What follows belongs to an exercise in optimizing a design on an open flow for small area, a short achievable clock period and few clock cycles per item; a production flow would make more cautious choices. Only simulation tests tie the RTL to the original design; equivalence was not proved.

== v53 ==
==> flow/design.v <==
`timescale 1ns/1ps
module linear_equation_solver_3x3 #(
    parameter DATA_WIDTH = 16,
    parameter MAX_ITER = 40,
    parameter FRAC_BITS = 8
)(
    input wire clk,
    input wire rst,
    input wire start,
    input wire [DATA_WIDTH-1:0] a_data,
    input wire [3:0] a_addr,
    input wire a_wen,
    input wire [DATA_WIDTH-1:0] b_data,
    input wire [1:0] b_addr,
    input wire b_wen,
    output reg [DATA_WIDTH-1:0] x0, x1, x2,
    output reg done
);
    reg [15:0] A [0:8];
    reg [15:0] b [0:2];
    reg [15:0] xo0, xo1, xo2;           
    always @(posedge clk) begin
        if (a_wen)
            A[a_addr] <= a_data;
        if (b_wen)
            b[b_addr] <= b_data;
    end
    function [15:0] abs16;
        input [15:0] v;
        abs16 = v[15] ? (~v + 16'd1) : v;
    endfunction
    function [3:0] lzc16;
        input [15:0] v;
        integer n;
        begin
            lzc16 = 4'd0;
            for (n = 0; n < 16; n = n + 1)
                if (v[n]) lzc16 = 4'd15 - n[3:0];
        end
    endfunction
    reg  [2:0]  rvalid;
    reg  [17:0] rr0, rr1, rr2;
    reg  [3:0]  sr0, sr1, sr2;
    reg         eng_busy;
    reg  [1:0]  eng_row;
    reg  [1:0]  eng_cnt;
    reg  [15:0] eng_dn;
    reg  [15:0] eng_r;
    reg       dw_q;
    reg [1:0] dw_row;
    always @(posedge clk) begin
        dw_q   <= a_wen && (a_addr == 4'd0 || a_addr == 4'd4 || a_addr == 4'd8);
        dw_row <= (a_addr == 4'd0) ? 2'd0 : (a_addr == 4'd4) ? 2'd1 : 2'd2;
    end
    wire [1:0] pick = dw_q ? dw_row : !rvalid[0] ? 2'd0 : !rvalid[1] ? 2'd1 : 2'd2;
    wire       need = dw_q || ~&rvalid;
    wire [15:0] pick_d = abs16(pick == 2'd0 ? A[0] : pick == 2'd1 ? A[4] : A[8]);
    wire [3:0]  pick_s = lzc16(pick_d);
    wire dw_hit = dw_q && dw_row == eng_row;
    wire [17:0] eng_q = (eng_row == 2'd0) ? rr0 : (eng_row == 2'd1) ? rr1 : rr2;
    reg [15:0] st_r;
    reg [17:0] st_q;
    reg [16:0] st_t;
    integer k;
    always @* begin
        st_r = eng_r;
        st_q = eng_q;
        for (k = 0; k < 6; k = k + 1) begin
            st_t = {st_r, 1'b1};
            if (st_t >= {1'b0, eng_dn}) begin
                st_r = st_t[15:0] - eng_dn;
                st_q = {st_q[16:0], 1'b1};
            end else begin
                st_r = st_t[15:0];
                st_q = {st_q[16:0], 1'b0};
            end
        end
    end
    wire eng_fin  = eng_busy && eng_cnt == 2'd2;
    wire eng_load = !eng_busy && need;
    always @(posedge clk or posedge rst) begin
        if (rst) begin
            rvalid <= 3'b000;
            eng_busy <= 1'b0;
        end else begin
            if (eng_busy) begin
                if (dw_hit || eng_fin)
                    eng_busy <= 1'b0;
                if (eng_fin && !dw_hit)
                    rvalid[eng_row] <= 1'b1;
            end else if (need) begin
                eng_busy <= 1'b1;
            end
            if (dw_q)
                rvalid[dw_row] <= 1'b0;
        end
    end
    always @(posedge clk) begin
        if (eng_busy) begin
            eng_r <= st_r;
            eng_cnt <= eng_cnt + 2'd1;
            case (eng_row)
                2'd0: rr0 <= st_q;
                2'd1: rr1 <= st_q;
                default: rr2 <= st_q;
            endcase
        end else begin
            eng_row <= pick;
            eng_cnt <= 2'd0;
            eng_dn <= pick_d << pick_s;
            eng_r <= 16'h7fff;
            if (need) begin
                case (pick)
                    2'd0: sr0 <= pick_s;
                    2'd1: sr1 <= pick_s;
                    default: sr2 <= pick_s;
                endcase
            end
        end
    end
    reg        running;
    reg [5:0]  it;         
    reg [1:0]  pos;        
    reg [1:0]  row1;       
    reg        replay;     
    reg        first1;     
    reg        zero_x;     
    reg        v2, slow2, sgn2, zero2, par2, end2, last2, first2;
    reg [1:0]  row2, pos2;
    reg [18:0] t2;
    reg [16:0] ylo2;
    reg [7:0]  mlo2;
    reg [15:0] rhi;
    reg        acc1, acc2;
    wire rd_even = it[0];    
    wire [15:0] xr0 = rd_even ? x0 : xo0;
    wire [15:0] xr1 = rd_even ? x1 : xo1;
    wire [15:0] xr2 = rd_even ? x2 : xo2;
    wire [1:0]  r1 = replay ? row2 : row1;
    wire [15:0] opa1 = (row1 == 2'd0) ? A[1] : (row1 == 2'd1) ? A[3] : A[6];
    wire [15:0] opx1 = first1 ? 16'd0 : (row1 == 2'd0) ? xr1 : xr0;
    wire [15:0] opa2 = (row1 == 2'd0) ? A[2] : (row1 == 2'd1) ? A[5] : A[7];
    wire [15:0] opx2 = first1 ? 16'd0 : (row1 == 2'd2) ? xr1 : xr2;
    wire [15:0] bi   = (row1 == 2'd0) ? b[0] : (row1 == 2'd1) ? b[1] : b[2];
    wire [15:0] di   = (row1 == 2'd0) ? A[0] : (row1 == 2'd1) ? A[4] : A[8];
    wire signed [31:0] p1 = $signed(opa1) * $signed(opx1);
    wire signed [31:0] p2 = $signed(opa2) * $signed(opx2);
    wire [23:0] num = {{8{bi[15]}}, bi} - p1[31:8] - p2[31:8];
    wire        sgn_n = num[23];
    wire [23:0] mag = sgn_n ? (~num + 24'd1) : num;
    wire [15:0] dabs1 = abs16(di);
    wire        zero1 = (di == 16'd0);
    wire        fast1 = zero1 || (mag[23:8] < dabs1);
    wire [3:0]  s1 = (r1 == 2'd0) ? sr0 : (r1 == 2'd1) ? sr1 : sr2;
    wire [31:0] y1 = replay ? {rhi, mlo2, 8'd0} :
                     fast1  ? {mag, 8'd0} : {16'd0, mag[23:8]};
    wire [31:0] ys1 = y1 << s1;
    wire [18:0] t1 = ys1[31:13];
    wire rready = (row1 == 2'd0 ? rvalid[0] : row1 == 2'd1 ? rvalid[1] : rvalid[2]) ||
                  (eng_fin && eng_row == row1);
    wire [17:0] rc2 = (row2 == 2'd0) ? rr0 : (row2 == 2'd1) ? rr1 : rr2;
    wire [15:0] d2  = abs16((row2 == 2'd0) ? A[0] : (row2 == 2'd1) ? A[4] : A[8]);
    reg [36:0] prod2;
    integer pi;
    always @* begin
        prod2 = 37'd0;
        for (pi = 0; pi < 19; pi = pi + 1)
            prod2 = prod2 + ((t2[pi] ? ({19'd0, rc2} << pi) : 37'd0) & ~37'h3fff);
    end
    wire [16:0] q0 = prod2[36:20];
    wire [33:0] qd_full = q0 * d2;
    wire [16:0] r0 = ylo2 - qd_full[16:0];
    wire        ge = (r0 >= {1'b0, d2});
    wire [15:0] q  = q0[15:0] + {15'd0, ge};
    wire [16:0] rem = ge ? (r0 - {1'b0, d2}) : r0;
    wire [15:0] xn = zero2 ? 16'd0 : sgn2 ? (~q + 16'd1) : q;
    wire [15:0] x_same  = (row2 == 2'd0) ? (par2 ? xo0 : x0) :
                          (row2 == 2'd1) ? (par2 ? xo1 : x1) : (par2 ? xo2 : x2);
    wire [15:0] x_other = (row2 == 2'd0) ? (par2 ? x0 : xo0) :
                          (row2 == 2'd1) ? (par2 ? x1 : xo1) : (par2 ? x2 : xo2);
    wire eq1 = (xn == x_other);
    wire eq2 = (xn == x_same) && !first2;
    wire wb  = v2 && !slow2;
    wire fin = wb && end2 && ((acc1 && eq1) || (acc2 && eq2) || last2);
    wire issue = running && !replay && !(v2 && slow2) && rready;
    always @(posedge clk or posedge rst) begin
        if (rst) begin
            running <= 1'b0;
            done <= 1'b0;
            v2 <= 1'b0;
            replay <= 1'b0;
            x0 <= 16'd0; x1 <= 16'd0; x2 <= 16'd0;
        end else begin
            if (wb && !par2) begin
                case (row2)
                    2'd0: x0 <= xn;
                    2'd1: x1 <= xn;
                    default: x2 <= xn;
                endcase
            end
            if (replay)
                replay <= 1'b0;
            else if (v2 && slow2)
                replay <= 1'b1;
            if (replay)
                v2 <= 1'b1;
            else if (v2 && slow2)
                v2 <= 1'b0;
            else
                v2 <= issue;
            if (fin) begin
                running <= 1'b0;
                done <= 1'b1;
                v2 <= 1'b0;
            end
            if (zero_x) begin
                x0 <= 16'd0; x1 <= 16'd0; x2 <= 16'd0;
            end
            if (!running && start) begin
                running <= 1'b1;
                done <= 1'b0;
                v2 <= 1'b0;
                replay <= 1'b0;
            end
        end
    end
    always @(posedge clk) begin
        if (wb && par2) begin
            case (row2)
                2'd0: xo0 <= xn;
                2'd1: xo1 <= xn;
                default: xo2 <= xn;
            endcase
        end
        if (wb) begin
            if (pos2 == 2'd0) begin
                acc1 <= eq1; acc2 <= eq2;
            end else begin
                acc1 <= acc1 & eq1; acc2 <= acc2 & eq2;
            end
        end
        if (replay) begin
            slow2 <= 1'b0;
            t2 <= t1;
            ylo2 <= y1[16:0];
        end else if (v2 && slow2) begin
            rhi <= rem[15:0];
        end else if (issue) begin
            slow2 <= !fast1;
            row2 <= row1;
            pos2 <= pos;
            par2 <= it[0];
            end2 <= (pos == 2'd2);
            last2 <= (it == MAX_ITER);
            first2 <= (it == 6'd1);
            sgn2 <= sgn_n ^ di[15];
            zero2 <= zero1;
            t2 <= t1;
            ylo2 <= y1[16:0];
            mlo2 <= mag[7:0];
            if (pos == 2'd2) begin
                pos <= 2'd0;
                it <= it + 6'd1;
            end else begin
                pos <= pos + 2'd1;
                row1 <= (row1 == 2'd2) ? 2'd0 : row1 + 2'd1;
            end
        end
        zero_x <= !running && start;
        if (issue && pos == 2'd2)
            first1 <= 1'b0;
        if (!running && start) begin
            it <= 6'd1;
            pos <= 2'd0;
            row1 <= 2'd0;
            first1 <= 1'b1;
        end
    end
endmodule
==> flow/config.mk <==
export PLATFORM = sky130hd
export DESIGN_NAME = linear_equation_solver_3x3
export DESIGN_NICKNAME = linear_equation_solver_3x3
export VERILOG_FILES = /design/flow/design.v
export SDC_FILE = /design/flow/constraint.sdc
export NUM_CORES = 4
export LEC_CHECK = 0
export CAP_MARGIN = 20
export CORE_MARGIN = 2
export CORE_UTILIZATION = 45
export PLACE_DENSITY = 0.6
export SETUP_SLACK_MARGIN = 5
export SLEW_MARGIN = 20
==> flow/constraint.sdc <==
create_clock -name core_clock -period 110.0 [get_ports {clk}]
set_input_delay 22.0000 -clock core_clock [delete_from_list [all_inputs] [get_ports {clk}]]
set_output_delay 22.0000 -clock core_clock [all_outputs]
set_load 0.01 [all_outputs]
run.sh (not shown) runs the stock make flow with config.mk's settings and CLKGATE_MAP_FILE= SYNTH_SCRIPT=/design/flow/synth_recipe.tcl, a recipe that flattens the netlist after the stock synthesis.
v53 completed every stage of the flow, and the final layout passed the timing, design-rule and antenna checks.
Testbench counts of v53, summed over its fixed seeds: cycles 35,813, solves 1,200.
Inputs modified between v53 and v33:
# v53
export LEC_CHECK = 0
export CAP_MARGIN = 20
export CORE_MARGIN = 2
export CORE_UTILIZATION = 45
export PLACE_DENSITY = 0.6
export SETUP_SLACK_MARGIN = 5
export SLEW_MARGIN = 20
create_clock -name core_clock -period 110.0 [get_ports {clk}]
# v33
export LEC_CHECK = 0
export ABC_AREA = 1
export CAP_MARGIN = 20
export CORE_MARGIN = 2
export CORE_UTILIZATION = 75
export PLACE_DENSITY = 0.85
export SETUP_SLACK_MARGIN = 5
export SLEW_MARGIN = 20
create_clock -name core_clock -period 110.0 [get_ports {clk}]
Notes after the runs:
- v33 completed every stage of the flow, and the final layout passed the timing, design-rule and antenna checks.
- Diff v53 -> v33: minimum setup slack in the final design picked up an extra 0.19 ns; pin count of the biggest net entering global routing lost 11.
- Data arrival time of the critical path delta for v33 relative to v53: 0.19 ns lower
Input-level comparison between v43 and v33:
# v33
export LEC_CHECK = 0
export ABC_AREA = 1
export CAP_MARGIN = 20
export CORE_MARGIN = 2
export CORE_UTILIZATION = 75
export PLACE_DENSITY = 0.85
export SETUP_SLACK_MARGIN = 5
export SLEW_MARGIN = 20
create_clock -name core_clock -period 110.0 [get_ports {clk}]
# v43
export LEC_CHECK = 0
export ABC_AREA = 1
export CAP_MARGIN = 20
export CORE_MARGIN = 2
export CORE_UTILIZATION = 60
export PLACE_DENSITY = 0.7
export SETUP_SLACK_MARGIN = 5
export SLEW_MARGIN = 20
create_clock -name core_clock -period 110.0 [get_ports {clk}]
==> flow/flow/run.sh (new file) <==
#!/bin/bash
# Standard layout, with two changes:
#  - after global placement, the port buffers inserted by buffer_ports are
#    re-mastered from the slow default cell to a plain buffer;
#  - the later timing repairs aim for more setup slack than the default
#    5 ns margin (same clock and constraints).
set -euo pipefail
RES=$PWD/orfs/results/$FLOW_PLATFORM/linear_equation_solver_3x3/base
bash standard.sh $RES/3_3_place_gp.odb > flow_to_gp.log 2>&1
cat > port_buffers.tcl <<EOS
read_db $RES/3_3_place_gp.odb
set n 0
set buf [[ord::get_db] findMaster sky130_fd_sc_hd__buf_4]
foreach inst [[ord::get_db_block] getInsts] {
  set name [\$inst getName]
  set master [[\$inst getMaster] getName]
  if {[regexp {^(input|output)[0-9]+\$} \$name] && [string match sky130_fd_sc_hd__clkdlybuf* \$master]} {
    \$inst swapMaster \$buf
    incr n
  }
}
puts "re-mastered \$n port buffers"
write_db $RES/3_3_place_gp.odb
EOS
openroad -no_splash -exit port_buffers.tcl > port_buffers.log 2>&1
bash standard.sh SETUP_SLACK_MARGIN=${SLACK_MARGIN:-86} finish > flow_finish.log 2>&1
==> flow/standard.sh (new file) <==
#!/bin/bash
# synth_recipe.tcl (not shown) runs the flow's synth.tcl, then flattens the netlist and writes it again
# the make line also repeats each setting of config.mk as NAME=value (left out here)
make -C /OpenROAD-flow-scripts/flow DESIGN_CONFIG=/design/flow/config.mk WORK_HOME=/design/flow/orfs CLKGATE_MAP_FILE= SYNTH_SCRIPT=/design/flow/synth_recipe.tcl "${@:-finish}"
removed: flow/run.sh
Notes after the runs:
As far as proportion of synthesized area in mux cells goes, v33 and v43 are indistinguishable; the numbers are identical.
In the reports for v43 and v33, the smaller worst-case hold slack belongs to v43.
Compared to v33, the router laid down less metal wire for v43.
v43 against v33: fmax moved up, cell area did not really move.
What v38 does differently from v43 at the input level:
==> flow/run.sh (new file) <==
#!/bin/bash
# synth_recipe.tcl (not shown) runs the flow's synth.tcl, then flattens the netlist and writes it again
# the make line also repeats each setting of config.mk as NAME=value (left out here)
make -C /OpenROAD-flow-scripts/flow DESIGN_CONFIG=/design/flow/config.mk WORK_HOME=/design/flow/orfs CLKGATE_MAP_FILE= SYNTH_SCRIPT=/design/flow/synth_recipe.tcl finish
removed: flow/flow/run.sh
removed: flow/standard.sh
Notes after the runs:
- Comparing v38 and v43, the lower fmax was measured on v38.
- On worst hold margin, v38 and v43 are neck and neck.
- Comparing v38 and v43, the lower clock skew is on v43.

re-timing with driven ports:
No port has a modelled driver above. Below, the same layouts with a new extraction and two added sets of constraints.
Step 1, drivers: a clkbuf_16 drives clk and a buf_2 each remaining input, both assumed.
Step 2, shift: input delay + t, output delay - t, t = (earliest + latest rising clock arrival at the registers) / 2. This alone moves slack from input paths to output paths.
Slacks: ideal ports / drivers / drivers and shift; pairs: ideal ports / drivers.
| run | t (ns) | slack for setup (ns) | worst setup path after step 2 |
|---|---|---|---|
| v53 | 0.735 | 86.148 / 86.079 / 86.351 | input to register |
| v33 | 0.691 | 86.335 / 86.262 / 85.796 | input to register |
| v43 | 0.701 | 86.748 / 86.670 / 86.488 | input to register |
| v38 | 0.703 | 86.308 / 86.231 / 86.078 | input to register |
After both steps setup and hold are still met in every run listed. For v33, which loses most, drivers alone change the setup slack by -0.073 ns; drivers and shift together by -0.539 ns.
